Context: an optimization exercise on an open-source flow, tuned for small area, a short achievable clock period and few clock cycles. The choices shown serve that exercise and are no tape-out recipe.
In this exercise RTL edits were held to simulation tests only and were not proved equivalent to the original.
Power and IR drop assume default switching activity.

Setup of JK:
// core
module core(i_clk, i_arst_n, i_int_source,
            i_instr_mem, o_instr_adr,
            o_wb_cyc, o_wb_stb, o_wb_sel, o_wb_we, o_wb_adr, o_wb_dat,
            i_wb_dat, i_wb_ack);
Size: roughly 8000 cells after synthesis, ~1500 flip-flops, about 180 I/O pins.
make LEC_CHECK=0 CAP_MARGIN=5 CORE_MARGIN=2 CORE_UTILIZATION=45 CTS_CLUSTER_DIAMETER=100 CTS_CLUSTER_SIZE=20 SETUP_SLACK_MARGIN=5 SLEW_MARGIN=5 finish   # period 9.0 ns
run.sh (not shown) runs the stock make flow with config.mk's settings and CLKGATE_MAP_FILE= SYNTH_SCRIPT=/design/flow/synth_recipe.tcl, a recipe that flattens the netlist after the stock synthesis.
Testbench counts of JK, summed over its fixed seeds: cycles 23,537.
Relative to JK, the following input files were edited for MS:
diff --git a/flow/design.v b/flow/design.v
--- a/flow/design.v
+++ b/flow/design.v
@@ -214,21 +214,20 @@
   input  [31:0] i_wb_dat;
   output        o_wb_cyc;
   output        o_wb_stb;
   output        o_wb_we;
   output [3:0]  o_wb_sel;
   output [31:0] o_wb_adr;
   output [31:0] o_wb_dat;
   reg  [29:0] pc;
   reg         ex_v;
-  reg  [31:0] ex_a, ex_b;
+  reg  [31:0] ex_a, ex_b, ex_opb;
   reg  [15:0] ex_imm;
-  reg         ex_useimm, ex_sext, ex_lui;
   reg  [4:0]  ex_dest;
   reg         ex_wen, ex_lnkc;
   reg  [2:0]  ex_rsel;
   reg         ex_sub, ex_sgn, ex_ovfc;
   reg  [1:0]  ex_lop, ex_sop;
   reg         ex_svar;
   reg         ex_ld, ex_st;
   reg  [2:0]  ex_mt;
   reg         ex_beq, ex_bne, ex_blez, ex_bgtz, ex_bltz, ex_bgez, ex_cz;
@@ -358,23 +357,24 @@
   wire ex_fwd = ex_v & (ex_wen | ex_lnkc & (ex_a[31] ^ ex_bgez)) & ~ex_nofwd;
   wire fa_ex = ex_fwd & (rs == ex_dest);
   wire fb_ex = ex_fwd & (rt == ex_dest);
   wire fa_mw = mw_wen & (rs == mw_dest);
   wire fb_mw = mw_wen & (rt == mw_dest);
   wire        op_jj = op_j | op_jal;
   wire [31:0] d_immx = op_lui ? {ins[15:0], 16'd0} : {{16{d_sext & ins[15]}}, ins[15:0]};
   wire [31:0] e_a   = op_jj ? {pc_inc[29:26], ins[25:0], 2'b00} : fa_mw ? mw_wdata : rf_a;
   wire [31:0] e_b   = fb_mw ? mw_wdata : rf_b;
+  wire [31:0] e_opb = d_useimm ? d_immx : e_b;
   wire [31:0] d_a   = (fa_ex & ~op_jj) ? ex_res : e_a;
   wire [31:0] byp_b = fb_ex ? ex_res : e_b;
+  wire [31:0] d_opb = (fb_ex & ~d_useimm) ? ex_res : e_opb;
   wire ld_stall = ex_v & ex_ovfc | ex_v & ex_nofwd & ex_wen & ((rs == ex_dest) | (d_uses_rt & (rt == ex_dest)));
-  wire [31:0] immx = ex_lui ? {ex_imm, 16'd0} : {{16{ex_sext & ex_imm[15]}}, ex_imm};
-  wire [31:0] opb  = ex_useimm ? immx : ex_b;
+  wire [31:0] opb  = ex_opb;
   wire [32:0] add_x = {ex_sgn & ex_a[31], ex_a};
   wire [32:0] add_y = {ex_sgn & opb[31], opb} ^ {33{ex_sub}};
   wire [32:0] sum;
   ks_add #(33) u_add(.a(add_x), .b(add_y), .ci(ex_sub), .s(sum), .co());
   wire        ovf   = sum[32] ^ sum[31];
   reg [31:0] logic_r;
   always @* begin
     case (ex_lop)
       2'd0: logic_r = ex_a & opb;
@@ -533,22 +533,20 @@
         mw_ovf <= ex_ok & exc[3];
       end
       mw_take <= take;
     end
   end
   always @(posedge i_clk) begin
     if (fd_go) begin
       ex_a <= d_a;
       ex_b <= byp_b;
+      ex_opb <= d_opb;
       ex_imm <= ins[15:0];
-      ex_useimm <= d_useimm;
-      ex_sext <= d_sext;
-      ex_lui <= d_lui;
       ex_dest <= d_dest;
       ex_wen <= d_wen_nz;
       ex_lnkc <= d_lnkc;
       ex_rsel <= d_rsel;
       ex_sub <= d_sub;
       ex_sgn <= d_sgn;
       ex_ovfc <= d_ovfc;
       ex_lop <= d_lop;
       ex_sop <= d_sop;
==> comparison <==
- Summary of MS over JK: layout inverter count without the clock tree went up 1.1%, worst-case reg-to-reg path depth rose 1, number of cells produced by synthesis went up 297, final instance count without filler cells now sits higher, count of buffering cells on the critical path with inverters included up 2.
- Relative to JK, the fraction of area in registers of MS is higher by 0.62 points.
- Between JK and MS, total power decreased.
Testbench counts of MS, summed over its fixed seeds: cycles 23,537.

## static timing again, ports no longer ideal
The results above use ideal ports. As a check the final layouts listed here were re-extracted and re-timed, cells and wires unchanged.
Step 1, drivers: a clkbuf_16 drives i_clk and a buf_2 each remaining input, both assumed.
Step 2, shift: input delay + t, output delay - t, t = (earliest + latest rising clock arrival at the registers) / 2. This alone moves slack from input paths to output paths.
a / b / c = ideal ports / drivers / drivers and shift; a / b = the first two.
run	t, ns	setup WS [ns]	slew at the worst register clock pin (ns)	worst data-port slew with drivers (ns)
JK	0.879	4.597 / 4.597 / 4.071	0.10 / 0.10	0.21
MS	0.887	4.852 / 4.852 / 4.084	0.11 / 0.11	0.06
After both steps every run listed still meets setup and hold. For MS, which loses most, drivers alone change the setup slack by 0.000 ns; drivers and shift together by -0.768 ns.
